From an optimization exercise on the open Yosys and OpenROAD flow, aimed at small area; shortcuts taken in it are not production practice.
In this exercise RTL edits were held to simulation tests only and were not proved equivalent to the original.
In runs 1 to 4, 6 and 7 the design's own scripts or RTL, not TritonCTS, make the clock network.
No driver is modelled on the clock port, so clock power and skew are understated where the tree is cut down; a real chip needs a root buffer or a tree.
Power is estimated from default activity; no workload was simulated.

$ cat design/flow/design.v
module clockdiv #(
    parameter           I_CLK_FRQ = 100_000_000,
    parameter           FREQUENCY = 1  
) (
    input wire          i_rst,
    input wire          i_clk,
    output reg          o_clk
);
    localparam integer  divider = I_CLK_FRQ / FREQUENCY;
    localparam integer  width   = $clog2(divider);
    reg [width-1:0]     counter;
    always @( posedge i_clk ) begin
        if ( i_rst ) begin
            counter <= 0;
            o_clk <= 0;
        end else if ( counter == divider - 1 ) begin
            counter <= 0;
            o_clk <= 1;
        end else begin
            counter <= counter + 1;
            o_clk <= 0;
        end
    end
endmodule
module seven_seg_disp #(
    parameter           I_CLK_FRQ = 24_000,
    parameter           REFRESH = 60,
    parameter           DIGITS = 4
) (
    input               i_clk,
    input               i_rst,
    input signed [10:0] i_data,
    input               i_en,
    output wire [3:0]   o_anodes,
    output wire [6:0]   o_segment
);
    reg  [6:0]  cnt;
    wire        fire = cnt[6] & cnt[5] & cnt[2];
    always @(posedge i_clk)
        if (i_rst)      cnt <= 7'd0;
        else if (fire)  cnt <= 7'd1;
        else            cnt <= cnt + 7'd1;
    reg  [1:0]  gp;
    always @(posedge i_clk)
        if (i_rst)      gp <= 2'b10;
        else if (fire)  gp <= {gp[0], ~gp[1]};
    wire [1:0]  pos = {gp[1], gp[1] ^ gp[0]};
    assign o_anodes = ~(4'b0001 << pos);
    wire        q0 = (pos == 2'd3);
    wire        q1 = (pos == 2'd0);
    wire        q2 = (pos == 2'd1);
    wire        q3 = (pos == 2'd2);
    reg         s;
    reg  [11:0] nP;      
    wire [11:0] P = ~nP;
    reg         cv;      
    wire        ld   = i_rst | (fire & i_en);
    wire        win  = (cnt[6:4] == 3'd0) & (cnt[3] | (cnt[2] & cnt[1]));   
    wire        conv = cv & win;
    wire        e0   = conv & cnt[3];                 
    wire        e1   = conv & cnt[3] & cnt[2];        
    wire        r8   = cv ? q1 : ~q3;
    wire        r16  = cv & (q2 | q3);
    wire        rot  = ~cnt[6] & cnt[5] & ~cnt[4] & ((~cnt[3] & r8) | r16);
    wire        run  = conv | rot;
    function [3:0] corr(input [3:0] d, input e);
        reg c;
        begin
            c = e & (d[3] | (d[2] & (d[1] | d[0])));
            corr[0] = d[0] ^ c;
            corr[1] = c ? ((d[1] & d[0]) | (d[3] & ~d[0])) : d[1];
            corr[2] = c ? (d[3] & d[0]) : d[2];
            corr[3] = d[3] | c;
        end
    endfunction
    wire [11:0] C = {P[11:8], corr(P[7:4], e1), corr(P[3:0], e0)};
    wire        take = fire & i_en & ~i_rst;
    wire        keep = ~ld;
    wire [11:0] R = {C[10:0], P[11] ^ (s & conv)};
    wire [11:0] L = {i_data[9:0], 2'b00};
    wire        step = keep & run;
    wire        hold = keep & ~run;
    always @(posedge i_clk)
        nP <= ~(({12{take}} & L) | ({12{step}} & R) | ({12{hold}} & P));
    always @(posedge i_clk) begin
        if (i_rst | fire) cv <= take;
        if (ld) s <= take & i_data[10];
    end
    wire        cin  = s & (q0 | (P[11] & P[8] & (q1 | (q2 & P[7] & P[4]))));
    wire [3:0]  t = P[3:0];
    wire [3:0]  enc;
    assign enc[3] = (cin ^ t[0]) & ~t[3];
    assign enc[2] = (t[2] & ~t[1]) | (~cin & ~t[3] & t[1] & ~t[0]) | (cin & ~t[3] & ~t[2] & t[0]);
    assign enc[1] = ~((~t[3] & ~t[2] & ~t[1]) | (~cin & ~t[2] & t[1] & ~t[0]) | (cin & t[3] & t[0]));
    assign enc[0] = ~((t[2] & t[1]) | (~cin & ~t[2] & ~t[0]) | (cin & ~t[1] & t[0]));
    wire        th   = s | (P[3] & P[1]);
    wire [3:0]  dinc = q3 ? {th, s, 1'b0, th} : enc;
    reg  [3:0]  dig;
    always @(posedge i_clk)
        if (fire) dig <= dinc;
    wire [3:0]  d = dig;
    assign o_segment[6] = (~d[2] & ~d[1]) | (d[3] & ~d[0]);
    assign o_segment[5] = (d[3] & ~d[2]) | (d[2] & ~d[1]);
    assign o_segment[4] = d[0] | d[3];
    assign o_segment[3] = ~((~d[3] & ~d[0]) | (d[3] & d[1] & d[0]));
    assign o_segment[2] = d[2] & ~d[1];
    assign o_segment[1] = (d[3] & d[2]) | (d[2] & d[1] & ~d[0]);
    assign o_segment[0] = (d[3] & ~d[1]) | (~d[3] & d[2] & d[0]);
endmodule
$ cat design/flow/flow/run.sh
#!/bin/bash
# Layout: the standard flow (standard.sh), synthesis included, with three changes:
#  - after synthesis the logic between the registers is re-mapped for area with OpenROAD's
#    restructure, and each cell is swapped for the smallest of its family (resynth.tcl),
#  - port buffers are sky130_fd_sc_hd__buf_1 cells,
#  - the clock tree is a few clock buffers driven by the clock port (cts_pre.tcl),
#    in place of TritonCTS's H-tree.
# make's output goes to flow_make.log here; ORFS's per-step logs are under orfs/logs.
set -euo pipefail
W=$PWD
bash standard.sh \
  "POST_FLOORPLAN_TCL=$W/flow/resynth.tcl" \
  "BUFFER_PORTS_ARGS=-buffer_cell sky130_fd_sc_hd__buf_1" \
  "PRE_CTS_TCL=$W/flow/cts_pre.tcl" \
  finish > "$W/flow_make.log" 2>&1
$ cat design/flow/flow/cts_pre.tcl
# Sourced by ORFS's cts.tcl before clock tree synthesis. Builds the clock tree by hand:
# the clock port drives NBUF buffers of type CELL, each driving the clock pins of one group
# of registers (grouped by x position, equal sizes). TritonCTS is then skipped; the rest of
# cts.tcl (legalization, timing repair) runs as usual.
set my_cts_cell sky130_fd_sc_hd__clkbuf_4
set my_cts_nbuf 3

proc my_cts {cell nbuf} {
  set block [ord::get_db_block]
  set clk [$block findNet i_clk]
  set sinks {}
  foreach it [$clk getITerms] {
    set b [[$it getInst] getBBox]
    lappend sinks [list $it [expr {([$b xMin]+[$b xMax])/2}] [expr {([$b yMin]+[$b yMax])/2}]]
  }
  set sinks [lsort -integer -index 1 $sinks]
  set n [llength $sinks]
  set master [[ord::get_db] findMaster $cell]
  for {set g 0} {$g < $nbuf} {incr g} {
    set lo [expr {$g * $n / $nbuf}]
    set hi [expr {($g + 1) * $n / $nbuf - 1}]
    set buf [odb::dbInst_create $block $master clkbuf_root_$g]
    set net [odb::dbNet_create $block clknet_root_$g]
    $net setSigType CLOCK
    set sx 0
    set sy 0
    foreach s [lrange $sinks $lo $hi] {
      lassign $s it x y
      $it disconnect
      $it connect $net
      incr sx $x
      incr sy $y
    }
    set k [expr {$hi - $lo + 1}]
    [$buf findITerm A] connect $clk
    [$buf findITerm X] connect $net
    $buf setLocation [expr {$sx / $k}] [expr {$sy / $k}]
    $buf setPlacementStatus PLACED
    puts "my_cts: $cell clkbuf_root_$g drives $k clock pins"
  }
}

my_cts $my_cts_cell $my_cts_nbuf
set_propagated_clock [all_clocks]

rename clock_tree_synthesis tritoncts_unused
proc clock_tree_synthesis {args} {
  puts "my_cts: clock tree built by cts_pre.tcl; clock_tree_synthesis skipped"
}
$ cat design/flow/flow/downsize.tcl
# Sourced by ORFS's floorplan.tcl (PRE_FLOORPLAN_TCL) right after the synthesized netlist is
# loaded. Swaps every cell for the smallest cell of the same family (same name up to the
# drive-strength suffix, so the same function and pins): synthesis sized cells for speed, and
# the clock period leaves ample slack. Registers keep their cell type; only drive strength can
# change. Later repair_design fixes any slew or capacitance violation this leaves.
proc downsize_all {} {
  set db [ord::get_db]
  set block [ord::get_db_block]
  set sizes {}
  foreach lib [$db getLibs] {
    foreach m [$lib getMasters] {
      set mn [$m getName]
      if {![regexp {^(sky130_fd_sc_hd__.+)_([0-9]+)$} $mn -> base drv]} continue
      if {[string match "*lpflow*" $mn] || [string match "*probe*" $mn]} continue
      dict lappend sizes $base $m
    }
  }
  set n 0
  foreach inst [$block getInsts] {
    set m [$inst getMaster]
    set mn [$m getName]
    if {![regexp {^(sky130_fd_sc_hd__.+)_([0-9]+)$} $mn -> base drv]} continue
    if {[string match "*tapvpwrvgnd*" $mn] || [string match "*clkbuf*" $mn]} continue
    if {![dict exists $sizes $base]} continue
    set best $m
    set besta [expr {[$m getWidth] * [$m getHeight]}]
    foreach c [dict get $sizes $base] {
      set a [expr {[$c getWidth] * [$c getHeight]}]
      if {$a < $besta} {
        set best $c
        set besta $a
      }
    }
    if {$best ne $m} {
      puts "downsize: [$inst getName] $mn -> [$best getName]"
      $inst swapMaster $best
      incr n
    }
  }
  puts "downsize: replaced $n cells"
}
downsize_all
$ cat design/flow/flow/filter_lib.py
#!/usr/bin/env python3
"""Copy a Liberty file without the cells named in DONT_USE_CELLS (glob patterns), so that a
tool reading the file directly (OpenROAD's restructure) cannot pick them.
usage: filter_lib.py IN OUT"""
import fnmatch, os, re, sys

src, dst = sys.argv[1], sys.argv[2]
pats = os.environ.get("DONT_USE_CELLS", "").split()
text = open(src).read()
out = []
pos = 0
dropped = 0
for m in re.finditer(r'\n(\s*)cell\s*\(\s*"?([\w$]+)"?\s*\)\s*\{', text):
    if m.start() < pos:
        continue
    name = m.group(2)
    if not any(fnmatch.fnmatchcase(name, p) for p in pats):
        continue
    # find the matching closing brace of this cell group
    depth = 0
    i = m.end() - 1
    while True:
        ch = text[i]
        if ch == "{":
            depth += 1
        elif ch == "}":
            depth -= 1
            if depth == 0:
                break
        i += 1
    out.append(text[pos:m.start()])
    pos = i + 1
    dropped += 1
out.append(text[pos:])
open(dst, "w").write("".join(out))
print(f"filter_lib: dropped {dropped} cells")
$ cat design/flow/flow/resynth.tcl
# Sourced by ORFS's floorplan.tcl (POST_FLOORPLAN_TCL) once the floorplan is made: re-maps
# the logic between the registers for area with OpenROAD's restructure (ABC), then swaps each
# cell for the smallest of its family (downsize.tcl). Registers are untouched.
# restructure reads the Liberty file itself, so it gets a copy without the don't-use cells.
set_dont_use $::env(DONT_USE_CELLS)
set rmp_dir $::env(OBJECTS_DIR)/rmp
file mkdir $rmp_dir
set flow_dir [file dirname [info script]]
exec python3 $flow_dir/filter_lib.py [lindex $::env(LIB_FILES) 0] $rmp_dir/usable.lib \
  >@ stdout 2>@ stderr
set tielo [split $::env(TIELO_CELL_AND_PORT)]
set tiehi [split $::env(TIEHI_CELL_AND_PORT)]
report_design_area
log_cmd restructure -target area -liberty_file $rmp_dir/usable.lib \
  -tielo_port [lindex $tielo 0]/[lindex $tielo 1] \
  -tiehi_port [lindex $tiehi 0]/[lindex $tiehi 1] \
  -work_dir $rmp_dir -abc_logfile $::env(LOG_DIR)/2_0_restructure_abc.log
report_design_area
source $flow_dir/downsize.tcl
report_design_area
$ cat design/flow/standard.sh
#!/bin/bash
# synth_recipe.tcl (not shown) runs the flow's synth.tcl, then flattens the netlist and writes it again
# the make line also repeats each setting of config.mk as NAME=value (left out here)
make -C /OpenROAD-flow-scripts/flow DESIGN_CONFIG=/design/flow/config.mk WORK_HOME=/design/flow/orfs CLKGATE_MAP_FILE= SYNTH_SCRIPT=/design/flow/synth_recipe.tcl "${@:-finish}"
$ cat design/flow/config.mk
export PLATFORM = sky130hd
export DESIGN_NAME = seven_seg_disp
export DESIGN_NICKNAME = seven_seg_disp
export VERILOG_FILES = /design/flow/design.v
export SDC_FILE = /design/flow/constraint.sdc
export NUM_CORES = 4
export LEC_CHECK = 0
export CAP_MARGIN = 20
export CORE_MARGIN = 2
export CORE_UTILIZATION = 40
export GPL_TIMING_DRIVEN = 0
export SLEW_MARGIN = 20
$ cat design/flow/constraint.sdc
create_clock -name core_clock -period 10.0 [get_ports {i_clk}]
set_input_delay 2.0000 -clock core_clock [delete_from_list [all_inputs] [get_ports {i_clk}]]
set_output_delay 2.0000 -clock core_clock [all_outputs]
set_load 0.01 [all_outputs]
==> flow_metrics.env, run 1 <==
export IMPL_synth_main_ff_cell="dfxtp_1"
export IMPL_yosys_register_bits=27
export IMPL_slowest_stage="dfxtp_1"
export IMPL_yosysWarnings=1
export IMPL_hold_end="nP[11]$_DFF_P_"
export IMPL_min_delay_path_depth=2
export IMPL_ys_top_cells_by_area="dfxtp_1 27%, edfxtp_1 11%, a221oi_2 3.8%"
export IMPL_final_cell_mix="30 x clkinv_1, 24 x buf_1, 21 x dfxtp_1, 16 x nor2_1"
export IMPL_wirelength_um=3150
export IMPL_r2r_end="nP[1]$_DFF_P_"
export IMPL_maxCapViolCount=0
export IMPL_start_util=0.423
export IMPL_first_pass_iters=5
export IMPL_nFillCells=373
export IMPL_via_per_inst=5.62
export IMPL_min_period_over_period=0.342
export IMPL_syn_area_per_cell_um2=9.08
export IMPL_r2r_setup_slack_ns=7.62
export IMPL_pre_cts_slack_ns=6.13
export IMPL_final_common_cell="clkinv_1"
export IMPL_grt_usage=0.144
export IMPL_dieHeight_um=66.7
export IMPL_pin_count=25
export IMPL_worst_pin_slew_ns=0.792
export IMPL_clock_latency_ns=0.16
export IMPL_gp_congestion=0.834
export IMPL_grt_pass1_wl_um=5240
export IMPL_worstPathBufferInverterCount=3
export IMPL_antenna_left=0
export IMPL_crit_top_cell="clkinv_1"
export IMPL_cp_cell_sequence="clkinv_1 > nor2_1 > clkinv_1 > buf_1"
export IMPL_max_clock_freq_ghz=0.293
export IMPL_syn_area_um2=1570
export IMPL_hpwl_um=2370
export IMPL_fin_nets=197
export IMPL_async_flop_share=0
export IMPL_grt_max_degree=13
export IMPL_critPathCaptureType="output port"
export IMPL_rsz0062_at_grt="false"
export IMPL_die_area_um2=4440
export IMPL_fin_crit_ns=3.42
export IMPL_clk_pin_slew_ns=0.10
export IMPL_worstRegToRegCells=7
export IMPL_max_slew_margin=0.470
export IMPL_ctsResizeCount=0
export IMPL_num_vias=1287
export IMPL_yosysSeqAreaShare=0.382
export IMPL_synth_top_area_frac=0.268
export IMPL_power_density_nw_per_um2=109
export IMPL_port_buffer_count=24
export IMPL_die_w_um=66.7
export IMPL_grt_pass1_vias=1192
export IMPL_drtIter0Drc=88
export IMPL_crit_family="buffers and inverters"
export IMPL_finClkSkew_ns=0.00710
export IMPL_synth_top_cell_by_area="dfxtp_1"
export IMPL_setup_worst_path_start_class="register"
export IMPL_post_route_cells_drive_above_1_share=0.0276
export IMPL_vdd_drop_max_mv=0.0573
export IMPL_syn_to_final_growth_pct=-4.70
export IMPL_gr_total_overflow=0
export IMPL_antenna_found_initial=0
export IMPL_antenna_cells=0
export IMPL_coreArea_um2=3720
export IMPL_min_path_type="reg2reg"
export IMPL_cts_hold_buffers=0
export IMPL_synthCells=173
export IMPL_synth_edff_count=6
export IMPL_route_detailed_drc=0
export IMPL_wl_per_cell_um=13.8
export IMPL_hp_start="nP[10]$_DFF_P_"
export IMPL_postCtsSetupBuffers=0
export IMPL_hold_violations=0
export IMPL_crit_path_max_fanout=6
export IMPL_maxSlewViolCount=0
export IMPL_r2r_start="gp[0]$_SDFFE_PP0P_"
export IMPL_setup_viol=0
export IMPL_synth_cell_types=53
export IMPL_p_leak_nw=0.468
export IMPL_path_class="reg2out"
export IMPL_max_stage_delay_ns=0.42
export IMPL_rows=22
export IMPL_status="finished clean"
export IMPL_cp_arrival_ns=1.42
export IMPL_postSynthNetCount=188
export IMPL_fin_ws_ns=6.58
export IMPL_totalNegativeSetupSlack_ns=0
export IMPL_worstPathRequired_ns=8.00
[how the worst max path moves through the flow]
stage	cells past startpoint	end	start	slack, ns
final	4	o_anodes[2]	gp[1]$_SDFFE_PP1P_	6.58
after global routing	4	o_anodes[2]	gp[1]$_SDFFE_PP1P_	6.43
after CTS	5	nP[3]$_DFF_P_	i_rst	6.32
after detailed placement	5	nP[3]$_DFF_P_	i_rst	6.13
after global placement	5	nP[3]$_DFF_P_	i_rst	6.16
after floorplan	4	nP[3]$_DFF_P_	i_en	6.96
[registers in the layout, summed over array words and instances, names as in the netlist]
name,flops
cnt,7
cv,1
dig,4
gp,2
nP,12
s,1
[report_power, final]
group / switching (W) / internal (W)
Sequential: 0.00000108 / 0.000112
Combinational: 0.00000461 / 0.00000272
Clock: 0.0000275 / 0.0000144
Total: 0.0000332 / 0.000129
[tightest hold or removal path, stage by stage, from the launching register on]
cell and delay [ns]:
dfxtp_1 0.31, clkinv_1 0.05, a222oi_1 0.05
[synth_stat cells (all sizes together) (4+ instances only)]
cell type	count
dfxtp	21
nor2	14
nand2	13
nand3	11
clkbuf	8
inv	8
o21ai	8
a21oi	7
edfxtp	6
a221oi	5
nor3	5
o221a	5
a211oi	4
buf	4
nand2b	4
xor2	4
[stage by stage]
stage / total power [W] / cells / utilization / area (µm²) / hold WS [ns]
2_1_floorplan: 0.000123 / 173 / - / 1570 / 0.451
3_3_place_gp: 0.000122 / 226 / 0.394 / 1460 / 0.436
3_5_place_dp: 0.000123 / 226 / 0.395 / 1470 / 0.448
4_1_cts: 0.000164 / 229 / 0.401 / 1490 / 0.462
5_1_grt: 0.000171 / 229 / 0.403 / 1500 / 0.485
6_report: 0.000162 / 229 / 0.403 / 1500 / 0.456
[routing by layer]
metal	global-route usage	wire [µm]	vias up
li1	-	-	648
met1	0.186	1480	590
met2	0.263	1490	44
met3	0.0135	161	5
met4	0.0230	24	0
met5	0	0	-
[area by class of cell]
cell class / instances / area, µm² / area share
Tap cell: 48 / 60.1 / 0.0401
Sequential cell: 27 / 601 / 0.401
Multi-Input combinational cell: 97 / 611 / 0.408
Buffer: 3 / 22.5 / 0.0151
Inverter: 30 / 113 / 0.0753
Timing Repair Buffer: 24 / 90.1 / 0.0602
[logic make-up after synthesis]
family,count (synthesis),share of synthesized area
AO/OA/AOI/OAI,57,0.293
XOR/XNOR,5,0.0279
adder cells (fa/ha/maj),1,0.00797
buffers and inverters,20,0.0606
flip-flops,27,0.382
AND/OR/NAND/NOR,63,0.228
==> run 2, diff against run 1 <==
--- a/design/flow/design.v
+++ b/design/flow/design.v
@@ -35,10 +35,12 @@
     output wire [6:0]   o_segment
 );
-    reg  [6:0]  cnt;
-    wire        fire = cnt[6] & cnt[5] & cnt[2];
-    always @(posedge i_clk)
-        if (i_rst)      cnt <= 7'd0;
-        else if (fire)  cnt <= 7'd1;
-        else            cnt <= cnt + 7'd1;
+    reg  [4:0]  hi;
+    reg  [1:0]  j;
+    wire        fire = hi[4] & hi[3] & hi[0] & ~j[1] & ~j[0];
+    always @(posedge i_clk) begin
+        j <= i_rst ? 2'b00 : {j[0], ~j[1]};
+        if (i_rst | fire)       hi <= 5'd0;
+        else if (j == 2'b10)    hi <= hi + 5'd1;
+    end
     reg  [1:0]  gp;
     always @(posedge i_clk)
@@ -56,11 +58,11 @@
     reg         cv;      
     wire        ld   = i_rst | (fire & i_en);
-    wire        win  = (cnt[6:4] == 3'd0) & (cnt[3] | (cnt[2] & cnt[1]));   
+    wire        win  = (hi[4:2] == 3'd0) & (hi[1] | (hi[0] & j[1]));
     wire        conv = cv & win;
-    wire        e0   = conv & cnt[3];                 
-    wire        e1   = conv & cnt[3] & cnt[2];        
+    wire        e0   = conv & hi[1];                  
+    wire        e1   = conv & hi[1] & hi[0];          
     wire        r8   = cv ? q1 : ~q3;
     wire        r16  = cv & (q2 | q3);
-    wire        rot  = ~cnt[6] & cnt[5] & ~cnt[4] & ((~cnt[3] & r8) | r16);
+    wire        rot  = (hi[4:2] == 3'b010) & ((~hi[1] & r8) | r16);    
     wire        run  = conv | rot;
     function [3:0] corr(input [3:0] d, input e);
--- a/design/flow/config.mk
+++ b/design/flow/config.mk
@@ -6,7 +6,7 @@
 export NUM_CORES = 4
 export LEC_CHECK = 0
-export CAP_MARGIN = 20
+export CAP_MARGIN = 0
 export CORE_MARGIN = 2
 export CORE_UTILIZATION = 40
 export GPL_TIMING_DRIVEN = 0
-export SLEW_MARGIN = 20
+export SLEW_MARGIN = 0
==> flow_metrics.env, run 2 <==
export IMPL_status="finished clean"
export IMPL_pwr_share_comb=0.043
export IMPL_postCtsSetupBuffers=0
export IMPL_ys_top_cells_by_count="21 x dfxtp_1, 13 x inv_1, 12 x nor2_1"
export IMPL_vdd_drop_max_mv=0.0542
export IMPL_p_leak_nw=0.467
export IMPL_route_detailed_drc=0
export IMPL_path_class="reg2out"
export IMPL_die_area_um2=4340
export IMPL_grt_max_degree=13
export IMPL_start_util=0.418
export IMPL_rsz0062_at_grt="false"
export IMPL_maxCapViolCount=0
export IMPL_p_switching_w=0.0000315
export IMPL_async_flop_share=0
export IMPL_worst_pin_slew_ns=1.04
export IMPL_yosys_register_bits=27
export IMPL_finClkSkew_ns=0.00713
export IMPL_ctsResizeCount=0
export IMPL_wirelength_um=3010
export IMPL_worstRegToRegCells=5
export IMPL_via_per_inst=5.49
export IMPL_final_common_cell="clkinv_1"
export IMPL_drtIter0Drc=72
export IMPL_intPower_w=0.000129
export IMPL_min_period_over_period=0.341
export IMPL_max_slew_margin=0.303
export IMPL_gp_congestion=0.796
export IMPL_final_cell_mix="30 x clkinv_1, 24 x buf_1, 21 x dfxtp_1, 20 x nor2_1, 11 x nand2_1"
export IMPL_antenna_left=0
export IMPL_syn_area_per_cell_um2=9.45
export IMPL_top_register="nP"
export IMPL_gr_total_overflow=0
export IMPL_fin_nets=198
export IMPL_p_clk_frac=0.254
export IMPL_hold_violations=0
export IMPL_antenna_found_initial=0
export IMPL_nFillCells=392
export IMPL_largest_reg_flops=12
export IMPL_crit_top_cell="clkinv_1"
export IMPL_coreArea_um2=3660
export IMPL_hpwl_um=2310
export IMPL_fin_cells=230
export IMPL_synth_main_ff_cell="dfxtp_1"
export IMPL_pin_count=25
export IMPL_synth_edff_count=6
export IMPL_slowest_stage="dfxtp_1"
export IMPL_post_route_cells_drive_above_1_share=0.0165
export IMPL_max_stage_delay_ns=0.44
export IMPL_min_path_type="reg2reg"
export IMPL_antenna_cells=0
export IMPL_totalNegativeSetupSlack_ns=0
export IMPL_maxSlewViolCount=0
export IMPL_setup_worst_path_start_class="register"
export IMPL_max_clock_freq_ghz=0.293
export IMPL_critPathCaptureType="output port"
export IMPL_wl_per_cell_um=13.1
export IMPL_power_density_nw_per_um2=108
export IMPL_die_w_um=65.9
export IMPL_cp_arrival_ns=1.41
export IMPL_cp_cell_sequence="clkinv_1 > nor2_1 > clkinv_1 > buf_1"
export IMPL_syn_to_final_growth_pct=-3.27
export IMPL_synth_top_area_frac=0.275
export IMPL_clk_pin_slew_ns=0.10
export IMPL_yosysWarnings=1
export IMPL_ys_top_cells_by_area="dfxtp_1 27%, edfxtp_1 12%, a222oi_1 6.5%"
export IMPL_synth_most_common_cell="dfxtp_1"
export IMPL_grt_pass1_wl_um=5240
export IMPL_clock_latency_ns=0.16
export IMPL_dp_cells=227
export IMPL_reg_largest_list="nP x12, hi x5, dig x4"
export IMPL_grt_usage=0.145
export IMPL_cts_hold_buffers=0
export IMPL_power_frac_seq=0.703
export IMPL_rows=22
export IMPL_num_vias=1263
export IMPL_min_delay_path_depth=1
export IMPL_crit_path_max_fanout=5
export IMPL_synth_cell_types=52
export IMPL_first_pass_iters=5
export IMPL_syn_area_um2=1530
export IMPL_setup_viol=0
export IMPL_netSwitchingFraction=0.197
export IMPL_port_buffer_count=24
export IMPL_fin_crit_ns=3.41
export IMPL_grt_pass1_vias=1196
export IMPL_postSynthNetCount=177
export IMPL_worstPathRequired_ns=8.00
export IMPL_dieHeight_um=65.9
export IMPL_synthCells=162
export IMPL_synth_top_cell_by_area="dfxtp_1"
export IMPL_yosysSeqAreaShare=0.392
## run 2: changes by cell type in the layout (fill, tap and decap cells not counted), moves of 2 or more
cell | previous run | this run
a221oi_1 | 4 | 2
o21a_1 | 4 | 2
nor3_2 | 2 | 0
nand2_1 | 8 | 11
nor3_1 | 5 | 7
nor2_1 | 16 | 20
## run 2: cell families (layout without fill, tap and decap cells)
group	after synthesis	in the layout	share of synthesized area
DFF	27	27	0.392
adders and majority gates	1	0	0.00817
buffers and inverters	25	57	0.0980
muxes	1	0	0.00654
xor gates and xnor gates	6	0	0.0343
AOI/OAI and AO/OA	52	53	0.264
and+or+nand+nor	50	45	0.197
## run 2: layout make-up
class                      count  area (µm²)  share of cell area
buffer                         3        22.5              0.0152
sequential                    27         601               0.405
timing repair buffer          24        90.1              0.0608
tap                           48        60.1              0.0405
inverter                      30         113              0.0760
multi-input combinational     98         596               0.402
## run 2: per-stage QoR
stage                     hold slack [ns]  utilization  area (µm²)  worst slack, ns  power, W
after floorplan                     0.444            -        1530             6.94  0.000124
after global placement              0.413        0.398        1460             6.64  0.000122
after detailed placement            0.442        0.398        1460             6.58  0.000122
after CTS                           0.464        0.405        1480             6.58  0.000163
after global routing                0.488        0.405        1480             6.47  0.000169
final                               0.457        0.405        1480             6.59  0.000160
## run 2: power groups by stage
stage / Combinational [W] / Clock [W] / Sequential [W]
finish: 0.00000684 / 0.0000407 / 0.000113
global route: 0.00000798 / 0.0000478 / 0.000113
CTS: 0.00000690 / 0.0000433 / 0.000113
detailed placement: 0.00000684 / 0 / 0.000115
global placement: 0.00000657 / 0 / 0.000115
floorplan: 0.00000769 / 0 / 0.000116
## run 2: worst paths after layout
| check | start | endpoint | slack [ns] |
|---|---|---|---|
| setup / recovery | gp[1]$_SDFFE_PP1N_ | o_anodes[2] | 6.59 |
| hold reg to reg | j[1]$_SDFF_PP0_ | j[0]$_SDFF_PP0_ | 0.46 |
| setup reg to reg | hi[3]$_SDFFE_PP0N_ | nP[6]$_DFF_P_ | 7.40 |
| hold / removal | j[1]$_SDFF_PP0_ | j[0]$_SDFF_PP0_ | 0.46 |
## run 2: worst max-delay path: cells and delay by family (launching register included)
family                 cells  cell delay (ns)
and+or+nand+nor            1             0.30
DFF                        1             0.44
buffers and inverters      3             0.53
## run 2: per-layer routing
| layer | part of all wire | up-vias | track usage | wire [µm] |
|---|---|---|---|---|
| li1 | - | 644 | - | - |
| met1 | 0.44 | 577 | 0.187 | 1340 |
| met2 | 0.48 | 40 | 0.270 | 1450 |
| met3 | 0.066 | 2 | 0.0136 | 199 |
| met4 | 0.0063 | 0 | 0.0104 | 19 |
| met5 | 0 | - | 0 | 0 |
==> run 3, diff against run 2 <==
--- a/design/flow/config.mk
+++ b/design/flow/config.mk
@@ -6,7 +6,7 @@
 export NUM_CORES = 4
 export LEC_CHECK = 0
-export CAP_MARGIN = 0
+export CAP_MARGIN = 20
 export CORE_MARGIN = 2
 export CORE_UTILIZATION = 40
 export GPL_TIMING_DRIVEN = 0
-export SLEW_MARGIN = 0
+export SLEW_MARGIN = 20
==> flow_metrics.env, run 3 <==
export IMPL_status="finished clean"
export IMPL_hold_end="j[0]$_SDFF_PP0_"
export IMPL_finClkSkew_ns=0.00713
export IMPL_cp_arrival_ns=1.41
export IMPL_yosys_register_bits=27
export IMPL_cp_startpoint="gp[1]$_SDFFE_PP1N_"
export IMPL_reg_largest_list="nP x12, hi x5, dig x4"
export IMPL_rsz0062_at_grt="false"
export IMPL_route_detailed_drc=0
export IMPL_cts_hold_buffers=0
export IMPL_synth_cell_types=52
export IMPL_r2r_start="hi[3]$_SDFFE_PP0N_"
export IMPL_r2r_end="nP[6]$_DFF_P_"
export IMPL_start_util=0.418
export IMPL_grt_max_degree=13
export IMPL_pwr_share_comb=0.043
export IMPL_syn_area_um2=1530
export IMPL_gr_total_overflow=0
export IMPL_setup_worst_path_start_class="register"
export IMPL_synthCells=162
export IMPL_crit_top_cell="clkinv_1"
export IMPL_antenna_found_initial=0
export IMPL_hpwl_um=2310
export IMPL_crit_path_max_fanout=5
export IMPL_top_register="nP"
export IMPL_dp_cells=227
export IMPL_max_stage_delay_ns=0.44
export IMPL_yosysSeqAreaShare=0.392
export IMPL_postCtsSetupBuffers=0
export IMPL_power_frac_seq=0.703
export IMPL_vdd_drop_max_mv=0.0542
export IMPL_syn_area_per_cell_um2=9.45
export IMPL_totalNegativeSetupSlack_ns=0
export IMPL_netSwitchingFraction=0.197
export IMPL_maxSlewViolCount=0
export IMPL_crit_family="buffers and inverters"
export IMPL_p_switching_w=0.0000315
export IMPL_pin_count=25
export IMPL_wirelength_um=3010
export IMPL_ys_top_cells_by_area="dfxtp_1 27%, edfxtp_1 12%, a222oi_1 6.5%"
export IMPL_die_w_um=65.9
export IMPL_via_per_inst=5.49
export IMPL_synth_top_area_frac=0.275
export IMPL_hp_start="j[1]$_SDFF_PP0_"
export IMPL_r2r_setup_slack_ns=7.40
export IMPL_clk_pin_slew_ns=0.10
export IMPL_num_vias=1263
export IMPL_path_class="reg2out"
export IMPL_setup_viol=0
export IMPL_cp_cell_sequence="clkinv_1 > nor2_1 > clkinv_1 > buf_1"
export IMPL_antenna_cells=0
export IMPL_worst_pin_slew_ns=1.04
export IMPL_async_flop_share=0
export IMPL_hold_violations=0
export IMPL_grt_pass1_vias=1196
export IMPL_fin_crit_ns=3.41
export IMPL_antenna_left=0
export IMPL_worstPathBufferInverterCount=3
export IMPL_drtIter0Drc=72
export IMPL_final_cell_mix="30 x clkinv_1, 24 x buf_1, 21 x dfxtp_1, 20 x nor2_1, 11 x nand2_1"
export IMPL_nFillCells=392
export IMPL_p_leak_nw=0.467
export IMPL_final_common_cell="clkinv_1"
export IMPL_synth_top_cell_by_area="dfxtp_1"
export IMPL_max_slew_margin=0.303
export IMPL_first_pass_iters=5
export IMPL_ctsResizeCount=0
export IMPL_largest_reg_flops=12
export IMPL_synth_main_ff_cell="dfxtp_1"
export IMPL_postSynthNetCount=177
export IMPL_maxCapViolCount=0
export IMPL_power_density_nw_per_um2=108
export IMPL_die_area_um2=4340
export IMPL_clock_latency_ns=0.16
export IMPL_yosysWarnings=1
export IMPL_p_clk_frac=0.254
export IMPL_gp_congestion=0.796
export IMPL_worstPathRequired_ns=8.00
export IMPL_post_route_cells_drive_above_1_share=0.0165
export IMPL_min_path_type="reg2reg"
export IMPL_grt_usage=0.145
export IMPL_min_period_over_period=0.341
export IMPL_synth_edff_count=6
export IMPL_worstRegToRegCells=5
export IMPL_port_buffer_count=24
export IMPL_dieHeight_um=65.9
export IMPL_syn_to_final_growth_pct=-3.27
export IMPL_critPathCaptureType="output port"
export IMPL_fin_cells=230
export IMPL_grt_pass1_wl_um=5240
export IMPL_min_delay_path_depth=1
export IMPL_synth_most_common_cell="dfxtp_1"
export IMPL_wl_per_cell_um=13.1
export IMPL_slowest_stage="dfxtp_1"
export IMPL_rows=22
export IMPL_ys_top_cells_by_count="21 x dfxtp_1, 13 x inv_1, 12 x nor2_1"
export IMPL_intPower_w=0.000129
export IMPL_max_clock_freq_ghz=0.293
export IMPL_fin_nets=198
export IMPL_coreArea_um2=3660
## run 3: worst max path at each step
stage,to,slack [ns],depth (start not counted)
6_report,o_anodes[2],6.59,4
5_1_grt,o_anodes[2],6.47,4
4_1_cts,o_anodes[2],6.58,4
3_5_place_dp,nP[11]$_DFF_P_,6.58,5
3_3_place_gp,nP[3]$_DFF_P_,6.64,5
2_1_floorplan,nP[9]$_DFF_P_,6.94,5
## run 3: final cells by class
| cell class | count | area, µm² | area share |
|---|---|---|---|
| inverters | 30 | 113 | 0.0760 |
| flip-flops and latches | 27 | 601 | 0.405 |
| well taps | 48 | 60.1 | 0.0405 |
| plain buffers | 3 | 22.5 | 0.0152 |
| repair buffers | 24 | 90.1 | 0.0608 |
| multi-input cells | 98 | 596 | 0.402 |
## run 3: power groups by stage
stage	clock (W)	sequential, W	combinational, W
final	0.0000407	0.000113	0.00000684
after global routing	0.0000478	0.000113	0.00000798
after CTS	0.0000433	0.000113	0.00000690
after detailed placement	0	0.000115	0.00000684
after global placement	0	0.000115	0.00000657
after floorplan	0	0.000116	0.00000769
## run 3: worst reg2reg max path, stage by stage, from the launching register on
cell and delay [ns]:
dfxtp_1 0.35, clkinv_1 0.13, nor3_1 0.85, nand2_1 0.21, nor2_1 0.67, a222oi_1 0.25
## run 3: through the flow
step	power, W	utilization	setup WS (ns)	cell area (µm²)	hold WS [ns]
finish	0.000160	0.405	6.59	1480	0.457
global route	0.000169	0.405	6.47	1480	0.488
CTS	0.000163	0.405	6.58	1480	0.464
detailed placement	0.000122	0.398	6.58	1460	0.442
global placement	0.000122	0.398	6.64	1460	0.413
floorplan	0.000124	-	6.94	1530	0.444
## run 3: cells by family after synthesis
| group | Yosys count | synth area share |
|---|---|---|
| XOR/XNOR | 6 | 0.0343 |
| flip-flops | 27 | 0.392 |
| multiplexers | 1 | 0.00654 |
| adder cells (fa/ha/maj) | 1 | 0.00817 |
| buffers and inverters | 25 | 0.0980 |
| AND/OR/NAND/NOR | 50 | 0.197 |
| AO/OA/AOI/OAI | 52 | 0.264 |
## run 3: layer usage
metal | part of all wire | GRT usage
met5 | 0 | 0
met4 | 0.0063 | 0.0104
met3 | 0.066 | 0.0136
met2 | 0.48 | 0.270
met1 | 0.44 | 0.187
==> run 4, diff against run 3 <==
==> design/flow/flow/run.sh (replaced) <==
#!/bin/bash
# Layout: the standard flow (standard.sh) with these changes:
#  - synthesis is the standard synthesis with an area-oriented ABC script
#    (synth_area.tcl, area.abc); registers are mapped exactly as in the standard synthesis,
#  - after floorplanning the logic between the registers is re-mapped for area with
#    OpenROAD's restructure, and each cell is swapped for the smallest of its family
#    (resynth.tcl, downsize.tcl, filter_lib.py),
#  - port buffers are sky130_fd_sc_hd__buf_1 cells,
#  - the clock tree is three clock buffers driven by the clock port (cts_pre.tcl),
#    in place of TritonCTS's H-tree.
# make's output goes to flow_make.log here; ORFS's per-step logs are under orfs/logs.
set -euo pipefail
W=$PWD
bash standard.sh \
  "SYNTH_SCRIPT=$W/flow/synth_area.tcl" \
  "FLOW_SYNTH_TCL=$W/synth_recipe.tcl" \
  "AREA_ABC_SCRIPT=$W/flow/area.abc" \
  "POST_FLOORPLAN_TCL=$W/flow/resynth.tcl" \
  "BUFFER_PORTS_ARGS=-buffer_cell sky130_fd_sc_hd__buf_1" \
  "PRE_CTS_TCL=$W/flow/cts_pre.tcl" \
  finish > "$W/flow_make.log" 2>&1
==> design/flow/flow/area.abc (new file) <==
strash
balance
rewrite
refactor
balance
rewrite
rewrite -z
balance
refactor -z
rewrite -z
balance
balance
rewrite
refactor
balance
rewrite
rewrite -z
balance
refactor -z
rewrite -z
balance
dch -f
amap
topo
strash
balance
rewrite
refactor
balance
rewrite
rewrite -z
balance
refactor -z
rewrite -z
balance
dch -f
amap
topo
==> design/flow/flow/synth_area.tcl (new file) <==
# Synthesis script for ORFS (SYNTH_SCRIPT): the standard synthesis (synth_recipe.tcl in the
# work folder, sourced unchanged), except that ABC maps the logic with flow/area.abc, an
# area-oriented script, in place of ORFS's. Everything before ABC, flip-flop mapping included,
# is the standard synthesis, so the registers, their names and cell types are the same.
proc abc {args} {
  set i [lsearch -exact $args -script]
  if {$i >= 0} {
    lset args [expr {$i + 1}] $::env(AREA_ABC_SCRIPT)
  }
  puts "synth_area: abc $args"
  yosys abc {*}$args
}
source $::env(FLOW_SYNTH_TCL)
--- a/design/flow/config.mk
+++ b/design/flow/config.mk
@@ -8,5 +8,5 @@
 export CAP_MARGIN = 20
 export CORE_MARGIN = 2
-export CORE_UTILIZATION = 40
+export CORE_UTILIZATION = 70
 export GPL_TIMING_DRIVEN = 0
 export SLEW_MARGIN = 20
==> flow_metrics.env, run 4 <==
export IMPL_yosysWarnings=1
export IMPL_critPathCaptureType="register"
export IMPL_ctsResizeCount=0
export IMPL_syn_area_um2=1300
export IMPL_start_util=0.751
export IMPL_maxSlewViolCount=0
export IMPL_worstRegToRegCells=6
export IMPL_async_flop_share=0
export IMPL_fin_nets=196
export IMPL_p_leak_nw=0.480
export IMPL_crit_path_max_fanout=11
export IMPL_worst_pin_slew_ns=0.890
export IMPL_ys_top_cells_by_count="25 x clkinv_1, 25 x nor2_1, 21 x dfxtp_1"
export IMPL_routed_top_layer="met4"
export IMPL_gr_total_overflow=0
export IMPL_min_delay_path_depth=2
export IMPL_port_buffer_count=24
export IMPL_synth_top_cell_by_area="dfxtp_1"
export IMPL_largest_reg_flops=12
export IMPL_synth_main_ff_cell="dfxtp_1"
export IMPL_coreArea_um2=1730
export IMPL_pre_cts_slack_ns=6.39
export IMPL_vdd_drop_max_mv=0.0916
export IMPL_synth_top_area_frac=0.324
export IMPL_ys_top_cells_by_area="dfxtp_1 32%, edfxtp_1 14%, clkinv_1 7.2%"
export IMPL_clock_latency_ns=0.15
export IMPL_setup_viol=0
export IMPL_antenna_found_initial=0
export IMPL_min_path_type="reg2reg"
export IMPL_top_register="nP"
export IMPL_yosys_register_bits=27
export IMPL_cp_arrival_ns=3.53
export IMPL_synthCells=159
export IMPL_gp_congestion=0.844
export IMPL_grt_usage=0.250
export IMPL_max_slew_margin=0.402
export IMPL_synth_cell_types=32
export IMPL_cts_hold_buffers=0
export IMPL_syn_to_final_growth_pct=9.65
export IMPL_wl_met3_um=140
export IMPL_antenna_left=0
export IMPL_clk_pin_slew_ns=0.09
export IMPL_die_area_um2=2210
export IMPL_pin_count=25
export IMPL_fin_cells=205
export IMPL_die_w_um=47.0
export IMPL_totalNegativeSetupSlack_ns=0
export IMPL_grt_pass1_wl_um=4200
export IMPL_status="finished clean"
export IMPL_reg_largest_list="nP x12, hi x5, dig x4"
export IMPL_max_clock_freq_ghz=0.288
export IMPL_postCtsSetupBuffers=0
export IMPL_grt_max_degree=13
export IMPL_route_detailed_drc=0
export IMPL_hpwl_um=2100
export IMPL_synth_edff_count=6
export IMPL_num_vias=1221
export IMPL_final_common_cell="clkinv_1"
export IMPL_hold_violations=0
export IMPL_min_period_over_period=0.348
export IMPL_dp_cells=202
export IMPL_setup_worst_path_start_class="input port"
export IMPL_dieHeight_um=47.0
export IMPL_grt_pass1_vias=1073
export IMPL_first_pass_iters=5
export IMPL_syn_area_per_cell_um2=8.15
export IMPL_final_cell_mix="34 x clkinv_1, 24 x buf_1, 21 x dfxtp_1, 19 x nor2_1, 12 x o21ai_0"
export IMPL_rsz0062_at_grt="false"
export IMPL_fin_crit_ns=3.48
export IMPL_rows=15
export IMPL_antenna_cells=0
export IMPL_maxCapViolCount=0
export IMPL_whs_ns=0.460
export IMPL_postSynthNetCount=174
export IMPL_wirelength_um=2620
export IMPL_wl_per_cell_um=12.8
export IMPL_routed_wl_met2_um=1310
export IMPL_post_route_cells_drive_above_1_share=0.0222
export IMPL_nFillCells=133
export IMPL_drtIter0Drc=48
export IMPL_power_density_nw_per_um2=112
export IMPL_path_class="in2reg"
export IMPL_yosysSeqAreaShare=0.463
export IMPL_routedLengthMet1_um=1130
export IMPL_worstPathRequired_ns=10.06
export IMPL_via_per_inst=5.96
export IMPL_finClkSkew_ns=0.00507
export IMPL_fin_ws_ns=6.52
[run 4: cell count changes after synthesis, moves of 3 or more]
cell / delta
buf_6: -3
xor2_1: -3
o22ai_1: +7
xnor2_1: -3
clkbuf_1: -4
nor2_1: +13
nand2_1: +5
inv_1: -13
clkinv_1: +25
nand3_1: -3
a21oi_1: +12
a222oi_1: -10
a221oi_1: +5
[run 4: worst max-delay path: stages]
cell      delay [ns]
buf_1           0.15
clkinv_1        0.08
o21ai_0         0.15
nor2b_1         0.67
clkinv_1        0.23
o22a_1          0.25
[run 4: per-layer routing]
metal | up-vias | global-route usage
li1 | 616 | -
met1 | 562 | 0.298
met2 | 39 | 0.482
met3 | 4 | 0.0231
met4 | 0 | 0.0556
met5 | - | 0
[run 4: layout make-up]
| type | instances | area (µm²) | share of cell area |
|---|---|---|---|
| buffer | 3 | 22.5 | 0.0158 |
| multi-input combinational | 92 | 549 | 0.386 |
| timing repair buffer | 24 | 90.1 | 0.0634 |
| tap | 25 | 31.3 | 0.0220 |
| inverter | 34 | 128 | 0.0898 |
| sequential | 27 | 601 | 0.423 |
[run 4: path summary, 6_finish.rpt]
check,startpoint,end,slack [ns]
max,i_rst,nP[1]$_DFF_P_,6.52
min,nP[10]$_DFF_P_,nP[11]$_DFF_P_,0.46
max reg2reg,hi[0]$_SDFFE_PP0N_,nP[10]$_DFF_P_,7.25
min reg2reg,nP[10]$_DFF_P_,nP[11]$_DFF_P_,0.46
[run 4: per-stage QoR]
stage | utilization | cell area (µm²) | power, W
detailed placement | 0.810 | 1400 | 0.000123
global route | 0.823 | 1420 | 0.000166
CTS | 0.823 | 1420 | 0.000160
finish | 0.823 | 1420 | 0.000159
floorplan | - | 1300 | 0.000121
global placement | 0.807 | 1390 | 0.000122
[run 4: cell families (layout without fill, tap and decap cells)]
logic type / count (synthesis) / in the layout / synth area share
flip-flops: 27 / 27 / 0.463
AO/OA/AOI/OAI: 56 / 54 / 0.290
adder cells (fa/ha/maj): 1 / 0 / 0.00965
AND/OR/NAND/NOR: 50 / 38 / 0.165
buffers and inverters: 25 / 61 / 0.0724
[run 4: report_power, final]
group	leakage (nW)	total [W]	internal (W)	switching, W
clock	0.0138	0.0000392	0.0000144	0.0000249
combinational	0.237	0.00000708	0.00000259	0.00000449
sequential	0.228	0.000113	0.000112	0.000000863
==> run 5, diff against run 4 <==
--- a/design/flow/flow/cts_pre.tcl
+++ b/design/flow/flow/cts_pre.tcl
@@ -4,5 +4,5 @@
 # cts.tcl (legalization, timing repair) runs as usual.
 set my_cts_cell sky130_fd_sc_hd__clkbuf_4
-set my_cts_nbuf 3
+set my_cts_nbuf 2
 
 proc my_cts {cell nbuf} {
--- a/design/flow/config.mk
+++ b/design/flow/config.mk
@@ -8,5 +8,5 @@
 export CAP_MARGIN = 20
 export CORE_MARGIN = 2
-export CORE_UTILIZATION = 70
+export CORE_UTILIZATION = 85
 export GPL_TIMING_DRIVEN = 0
 export SLEW_MARGIN = 20
==> flow_metrics.env, run 5 <==
export IMPL_status="stopped before the end"
export IMPL_lastStage="global placement (3_3_place_gp)"
export IMPL_firstError="[ERROR GPL-0301] Utilization 105.401 % exceeds 100%."
export IMPL_syn_area_um2=1300
export IMPL_yosysSeqAreaShare=0.463
export IMPL_yosysWarnings=1
export IMPL_ys_top_cells_by_area="dfxtp_1 32%, edfxtp_1 14%, clkinv_1 7.2%"
export IMPL_syn_area_per_cell_um2=8.15
export IMPL_yosys_register_bits=27
export IMPL_synth_top_cell_by_area="dfxtp_1"
export IMPL_dieHeight_um=43.1
export IMPL_synth_top_area_frac=0.324
export IMPL_synth_cell_types=32
export IMPL_rows=14
export IMPL_ys_top_cells_by_count="25 x clkinv_1, 25 x nor2_1, 21 x dfxtp_1"
export IMPL_synth_main_ff_cell="dfxtp_1"
export IMPL_postSynthNetCount=174
export IMPL_synth_edff_count=6
export IMPL_async_flop_share=0
export IMPL_port_buffer_count=24
export IMPL_start_util=0.881
export IMPL_synthCells=159
export IMPL_die_w_um=43.1
export IMPL_pin_count=25
==> run 5: logic make-up after synthesis <==
| logic type | count (synthesis) | synth area share |
|---|---|---|
| adder cells (fa/ha/maj) | 1 | 0.00965 |
| AO/OA/AOI/OAI | 56 | 0.290 |
| buffers and inverters | 25 | 0.0724 |
| AND/OR/NAND/NOR | 50 | 0.165 |
| flip-flops | 27 | 0.463 |
==> run 6, diff against run 5 <==
--- a/design/flow/flow/cts_pre.tcl
+++ b/design/flow/flow/cts_pre.tcl
@@ -4,5 +4,5 @@
 # cts.tcl (legalization, timing repair) runs as usual.
 set my_cts_cell sky130_fd_sc_hd__clkbuf_4
-set my_cts_nbuf 2
+set my_cts_nbuf 3
 
 proc my_cts {cell nbuf} {
--- a/design/flow/config.mk
+++ b/design/flow/config.mk
@@ -8,5 +8,5 @@
 export CAP_MARGIN = 20
 export CORE_MARGIN = 2
-export CORE_UTILIZATION = 85
+export CORE_UTILIZATION = 40
 export GPL_TIMING_DRIVEN = 0
 export SLEW_MARGIN = 20
==> flow_metrics.env, run 6 <==
export IMPL_route_detailed_drc=0
export IMPL_synth_cell_types=32
export IMPL_synth_top_family_by_area="compound AO/OA/AOI/OAI gates"
export IMPL_hp_start="nP[9]$_DFF_P_"
export IMPL_max_stage_delay_ns=0.41
export IMPL_fin_nets=196
export IMPL_die_w_um=60.9
export IMPL_wirelength_um=2830
export IMPL_first_pass_iters=5
export IMPL_muxShareOfSynthArea=0
export IMPL_grt_pass1_wl_um=4960
export IMPL_yosysSeqAreaShare=0.463
export IMPL_cp_cell_sequence="clkinv_1 > nor2_1 > clkinv_1 > buf_1"
export IMPL_async_flop_share=0
export IMPL_r2r_end="nP[5]$_DFF_P_"
export IMPL_min_path_type="reg2reg"
export IMPL_dp_cells=221
export IMPL_antenna_left=0
export IMPL_clk_pin_slew_ns=0.09
export IMPL_r2r_start="hi[0]$_SDFFE_PP0N_"
export IMPL_max_clock_freq_ghz=0.291
export IMPL_dieHeight_um=60.9
export IMPL_setup_viol=0
export IMPL_antenna_found_initial=0
export IMPL_crit_family="buffers and inverters"
export IMPL_wl_per_cell_um=12.6
export IMPL_ctsResizeCount=0
export IMPL_yosysWarnings=1
export IMPL_whs_ns=0.456
export IMPL_vdd_drop_max_mv=0.0751
export IMPL_synth_fa_ha_area_frac=0.00965
export IMPL_grt_pass1_vias=1164
export IMPL_grt_usage=0.171
export IMPL_postCtsSetupBuffers=0
export IMPL_die_area_um2=3710
export IMPL_critPathCaptureType="output port"
export IMPL_synthCells=159
export IMPL_final_cell_mix="34 x clkinv_1, 24 x buf_1, 21 x dfxtp_1, 19 x nor2_1, 12 x o21ai_0"
export IMPL_synthSimpleGateAreaFrac=0.165
export IMPL_synth_xor_area_frac=0
export IMPL_r2r_setup_slack_ns=7.27
export IMPL_worstPathRequired_ns=8.00
export IMPL_largest_reg_flops=12
export IMPL_rsz0062_at_grt="false"
export IMPL_synth_top_area_frac=0.324
export IMPL_ys_top_cells_by_area="dfxtp_1 32%, edfxtp_1 14%, clkinv_1 7.2%"
export IMPL_cp_depth=4
export IMPL_top_register="nP"
export IMPL_status="finished clean"
export IMPL_worstPathBufferInverterCount=3
export IMPL_final_common_cell="clkinv_1"
export IMPL_syn_to_final_growth_pct=11.5
export IMPL_power_density_nw_per_um2=111
export IMPL_clock_latency_ns=0.16
export IMPL_drtIter0Drc=42
export IMPL_setup_worst_path_start_class="register"
export IMPL_via_per_inst=5.35
export IMPL_synth_top_cell_by_area="dfxtp_1"
export IMPL_coreArea_um2=3080
export IMPL_syn_area_per_cell_um2=8.15
export IMPL_fin_crit_ns=3.44
export IMPL_slowest_stage="dfxtp_1"
export IMPL_gp_congestion=0.870
export IMPL_totalNegativeSetupSlack_ns=0
export IMPL_synth_main_ff_cell="dfxtp_1"
export IMPL_cts_hold_buffers=0
export IMPL_syn_area_um2=1300
export IMPL_max_slew_margin=0.376
export IMPL_min_delay_path_depth=2
export IMPL_fin_cells=224
export IMPL_cp_startpoint="gp[1]$_SDFFE_PP1N_"
export IMPL_cp_arrival_ns=1.44
export IMPL_power_total_w=0.000161
export IMPL_post_route_cells_drive_above_1_share=0.0222
export IMPL_crit_path_max_fanout=6
export IMPL_postSynthNetCount=174
export IMPL_num_vias=1198
export IMPL_yosys_register_bits=27
export IMPL_synth_compound_area_frac=0.290
export IMPL_worst_pin_slew_ns=0.929
export IMPL_gr_total_overflow=0
export IMPL_p_leak_nw=0.480
export IMPL_path_class="reg2out"
export IMPL_hpwl_um=2220
export IMPL_synth_edff_count=6
export IMPL_worstRegToRegCells=8
export IMPL_crit_top_cell="clkinv_1"
export IMPL_min_period_over_period=0.344
export IMPL_antenna_cells=0
export IMPL_maxCapViolCount=0
export IMPL_utilization=0.470
export IMPL_finClkSkew_ns=0.00579
export IMPL_port_buffer_count=24
export IMPL_nFillCells=331
export IMPL_ys_top_cells_by_count="25 x clkinv_1, 25 x nor2_1, 21 x dfxtp_1"
export IMPL_start_util=0.421
export IMPL_grt_max_degree=13
export IMPL_pin_count=25
export IMPL_hold_violations=0
export IMPL_crit_end="o_anodes[2]"
export IMPL_reg_largest_list="nP x12, hi x5, dig x4"
export IMPL_maxSlewViolCount=0
export IMPL_rows=20
## run 6: worst min path at each step
stage / endpoint / slack [ns]
6_report: nP[10]$_DFF_P_ / 0.46
3_3_place_gp: nP[10]$_DFF_P_ / 0.43
5_1_grt: nP[10]$_DFF_P_ / 0.49
4_1_cts: nP[10]$_DFF_P_ / 0.46
3_5_place_dp: j[0]$_SDFF_PP0_ / 0.45
2_1_floorplan: j[0]$_SDFF_PP0_ / 0.39
## run 6: final cells by class
type | instances | area [µm²] | area share
timing repair buffer | 24 | 90.1 | 0.0623
inverter | 34 | 128 | 0.0883
tap | 44 | 55.1 | 0.0381
multi-input combinational | 92 | 549 | 0.380
sequential | 27 | 601 | 0.416
buffer | 3 | 22.5 | 0.0156
## run 6: logic make-up after synthesis
| family | Yosys count |
|---|---|
| AND/OR/NAND/NOR | 50 |
| buffers and inverters | 25 |
| adder cells (fa/ha/maj) | 1 |
| flip-flops | 27 |
| AO/OA/AOI/OAI | 56 |
## run 6: routing by layer
layer	routed length, µm	vias to the layer above	track usage
li1	-	626	-
met4	17	0	0.0124
met2	1380	28	0.329
met3	108	2	0.0128
met1	1320	542	0.217
met5	0	-	0
## run 6: worst min-delay path, delay by kind of cell, from the launching register on
| kind | cells | cell delay, ns |
|---|---|---|
| compound gates | 1 | 0.05 |
| buf+inv | 1 | 0.05 |
| flops | 1 | 0.31 |
## run 6: report_power, final
part           internal, W  switching (W)   total [W]
clock network    0.0000144      0.0000267   0.0000410
logic           0.00000259     0.00000447  0.00000705
registers         0.000112    0.000000880    0.000113
total             0.000129      0.0000320    0.000161
## run 6: through the flow
step / instance area, µm² / setup WS, ns
final: 1450 / 6.56
after global routing: 1450 / 6.37
after CTS: 1450 / 6.56
after detailed placement: 1420 / 6.37
after global placement: 1420 / 6.42
after floorplan: 1300 / 6.93
==> run 7, diff against run 6 <==
--- a/design/flow/design.v
+++ b/design/flow/design.v
@@ -86,6 +86,6 @@
         nP <= ~(({12{take}} & L) | ({12{step}} & R) | ({12{hold}} & P));
     always @(posedge i_clk) begin
-        if (i_rst | fire) cv <= take;
-        if (ld) s <= take & i_data[10];
+        cv <= take | (~(i_rst | fire) & cv);
+        s  <= (take & i_data[10]) | (keep & s);
     end
     wire        cin  = s & (q0 | (P[11] & P[8] & (q1 | (q2 & P[7] & P[4]))));
==> flow_metrics.env, run 7 <==
export IMPL_worstPathRequired_ns=10.00
export IMPL_multi_input_area_um2=558
export IMPL_grt_pass1_wl_um=4850
export IMPL_coreArea_um2=3050
export IMPL_synth_top_cell_by_area="dfxtp_1"
export IMPL_wl_per_cell_um=12.8
export IMPL_r2r_end="nP[6]$_DFF_P_"
export IMPL_register_area_um2=581
export IMPL_hold_end="nP[11]$_DFF_P_"
export IMPL_r2r_start="hi[0]$_SDFFE_PP0N_"
export IMPL_top_register="nP"
export IMPL_fin_nets=198
export IMPL_hp_start="nP[10]$_DFF_P_"
export IMPL_max_slew_margin=0.365
export IMPL_synth_top_area_frac=0.360
export IMPL_rows=20
export IMPL_utilization=0.471
export IMPL_clock_latency_ns=0.16
export IMPL_dieHeight_um=60.5
export IMPL_worstRegToRegCells=8
export IMPL_synth_most_common_cell="nor2_1"
export IMPL_post_route_cell_area_um2=1440
export IMPL_fin_cells=226
export IMPL_ctsResizeCount=0
export IMPL_gp_congestion=0.807
export IMPL_die_w_um=60.5
export IMPL_start_util=0.419
export IMPL_first_pass_iters=4
export IMPL_fin_crit_ns=3.45
export IMPL_dp_cells=223
export IMPL_crit_path_max_fanout=9
export IMPL_synth_edff_count=4
export IMPL_cts_hold_buffers=0
export IMPL_postSynthNetCount=180
export IMPL_synth_main_ff_cell="dfxtp_1"
export IMPL_final_common_cell="clkinv_1"
export IMPL_setup_worst_path_start_class="input port"
export IMPL_route_detailed_drc=0
export IMPL_rsz0062_at_grt="false"
export IMPL_postCtsSetupBuffers=0
export IMPL_syn_area_um2=1280
export IMPL_min_delay_path_depth=2
export IMPL_ys_top_cells_by_area="dfxtp_1 36%, edfxtp_1 9.4%, nor2_1 9.1%"
export IMPL_die_area_um2=3670
export IMPL_num_vias=1229
export IMPL_gr_total_overflow=0
export IMPL_crit_family="simple AND/OR/NAND/NOR gates"
export IMPL_power_total_w=0.000159
export IMPL_via_per_inst=5.44
export IMPL_path_class="in2reg"
export IMPL_status="finished clean"
export IMPL_drtIter0Drc=65
export IMPL_finClkSkew_ns=0.00716
export IMPL_max_clock_freq_ghz=0.290
export IMPL_grt_usage=0.166
export IMPL_async_flop_share=0
export IMPL_max_stage_delay_ns=0.55
export IMPL_totalNegativeSetupSlack_ns=0
export IMPL_hpwl_um=2200
export IMPL_vdd_drop_max_mv=0.0647
export IMPL_setup_viol=0
export IMPL_critPathCaptureType="register"
export IMPL_synthCells=165
export IMPL_maxCapViolCount=0
export IMPL_clk_pin_slew_ns=0.10
export IMPL_ys_top_cells_by_count="31 x nor2_1, 23 x clkinv_1, 23 x dfxtp_1"
export IMPL_placed_area_um2=1420
export IMPL_antenna_left=0
export IMPL_min_period_over_period=0.345
export IMPL_min_path_type="reg2reg"
export IMPL_maxSlewViolCount=0
export IMPL_power_density_nw_per_um2=111
export IMPL_antenna_found_initial=0
export IMPL_worst_pin_slew_ns=0.946
export IMPL_antenna_cells=0
export IMPL_slowest_stage="nor2_1"
export IMPL_yosys_register_bits=27
export IMPL_wirelength_um=2890
export IMPL_pin_count=25
export IMPL_largest_reg_flops=12
export IMPL_nFillCells=326
export IMPL_p_leak_nw=0.476
export IMPL_reg_largest_list="nP x12, hi x5, dig x4"
export IMPL_yosysWarnings=1
export IMPL_grt_max_degree=13
export IMPL_r2r_setup_slack_ns=7.25
export IMPL_hold_violations=0
export IMPL_post_route_cells_drive_above_1_share=0.0220
export IMPL_port_buffer_count=24
export IMPL_syn_area_per_cell_um2=7.75
export IMPL_syn_to_final_growth_pct=12.4
export IMPL_cp_arrival_ns=3.45
export IMPL_cp_cell_sequence="buf_1 > clkinv_1 > o21ai_0 > nor2_1 > clkinv_1 > nor2_1 > a221oi_1"
export IMPL_yosysSeqAreaShare=0.454
export IMPL_grt_pass1_vias=1152
export IMPL_synth_cell_types=27
export IMPL_worstPathBufferInverterCount=3
export IMPL_final_cell_mix="35 x clkinv_1, 24 x buf_1, 23 x dfxtp_1, 19 x nor2_1, 12 x o21ai_0"
[run 7: power breakdown]
group          leakage (nW)   total (W)  internal, W  switching (W)
Combinational         0.240  0.00000573   0.00000199     0.00000374
Sequential            0.222    0.000111     0.000110    0.000000721
Clock                0.0138   0.0000420    0.0000144      0.0000276
[run 7: how the worst max path moves through the flow]
| stage | from | end | slack [ns] | cells past startpoint |
|---|---|---|---|---|
| 6_report | i_rst | nP[6]$_DFF_P_ | 6.55 | 7 |
| 5_1_grt | i_rst | nP[1]$_DFF_P_ | 6.39 | 6 |
| 2_1_floorplan | i_en | nP[5]$_DFF_P_ | 7.00 | 6 |
| 3_3_place_gp | i_rst | nP[6]$_DFF_P_ | 6.39 | 7 |
| 3_5_place_dp | i_rst | nP[1]$_DFF_P_ | 6.36 | 6 |
| 4_1_cts | i_rst | nP[1]$_DFF_P_ | 6.56 | 6 |
[run 7: cell families after synthesis]
family / synth area share
compound gates: 0.271
fa+ha+maj: 0.00978
buf+inv: 0.0675
flops: 0.454
simple gates: 0.198
[run 7: per-stage QoR]
stage | hold WS (ns) | worst slack [ns]
2_1_floorplan | 0.389 | 7.00
3_3_place_gp | 0.437 | 6.39
3_5_place_dp | 0.446 | 6.36
4_1_cts | 0.448 | 6.56
5_1_grt | 0.482 | 6.39
6_report | 0.444 | 6.55
[run 7: worst register-to-register path, stage by stage (launching register included)]
cell and delay [ns]:
dfxtp_1 0.37, clkinv_1 0.12, nor3_1 0.79, clkinv_1 0.31, o21ai_0 0.38, nor2_1 0.25
clkinv_1 0.16, nor2_1 0.05, a221oi_1 0.20
[run 7: final cells by class]
class	count	area share
plain buffers	3	0.0157
well taps	44	0.0383
inverters	35	0.0914
flip-flops and latches	27	0.404
multi-input cells	93	0.388
repair buffers	24	0.0627
[run 7: layer usage]
layer  global-route usage  part of all wire  routed length [µm]
met3               0.0192             0.067                 195
met2                0.295              0.47                1350
met1                0.214              0.45                1310
met4               0.0435             0.012                  36
met5                    0                 0                   0

## static timing again, ports no longer ideal
The results above use ideal ports. As a check the final layouts listed here were re-extracted and re-timed, cells and wires unchanged. Step 1: set_driving_cell puts a clkbuf_16 on i_clk and a buf_2 on each other input, an assumption about the parent block. Step 2 also shifts input and output timing later by t, the mid clock arrival at the registers, as if the neighbouring blocks saw the same clock. a / b / c = ideal / step 1 / step 2; a / b = the first two.
run	t (ns)	setup slack, ns	hold slack, ns	worst register clock-pin slew, ns
run 1	0.193	6.582 / 6.547 / 6.500	0.456 / 0.456 / 0.456	0.10 / 0.10
run 2	0.189	6.586 / 6.551 / 6.589	0.457 / 0.457 / 0.457	0.10 / 0.10
run 3	0.189	6.586 / 6.551 / 6.589	0.457 / 0.457 / 0.457	0.10 / 0.10
run 4	0.184	6.525 / 6.539 / 6.355	0.460 / 0.460 / 0.460	0.09 / 0.09
run 6	0.190	6.562 / 6.528 / 6.398	0.456 / 0.456 / 0.456	0.10 / 0.10
run 7	0.193	6.550 / 6.561 / 6.369	0.444 / 0.444 / 0.444	0.10 / 0.10
After both steps setup and hold are still met in every run listed. For run 7, which loses most, drivers alone change the setup slack by +0.011 ns; drivers and shift together by -0.181 ns.
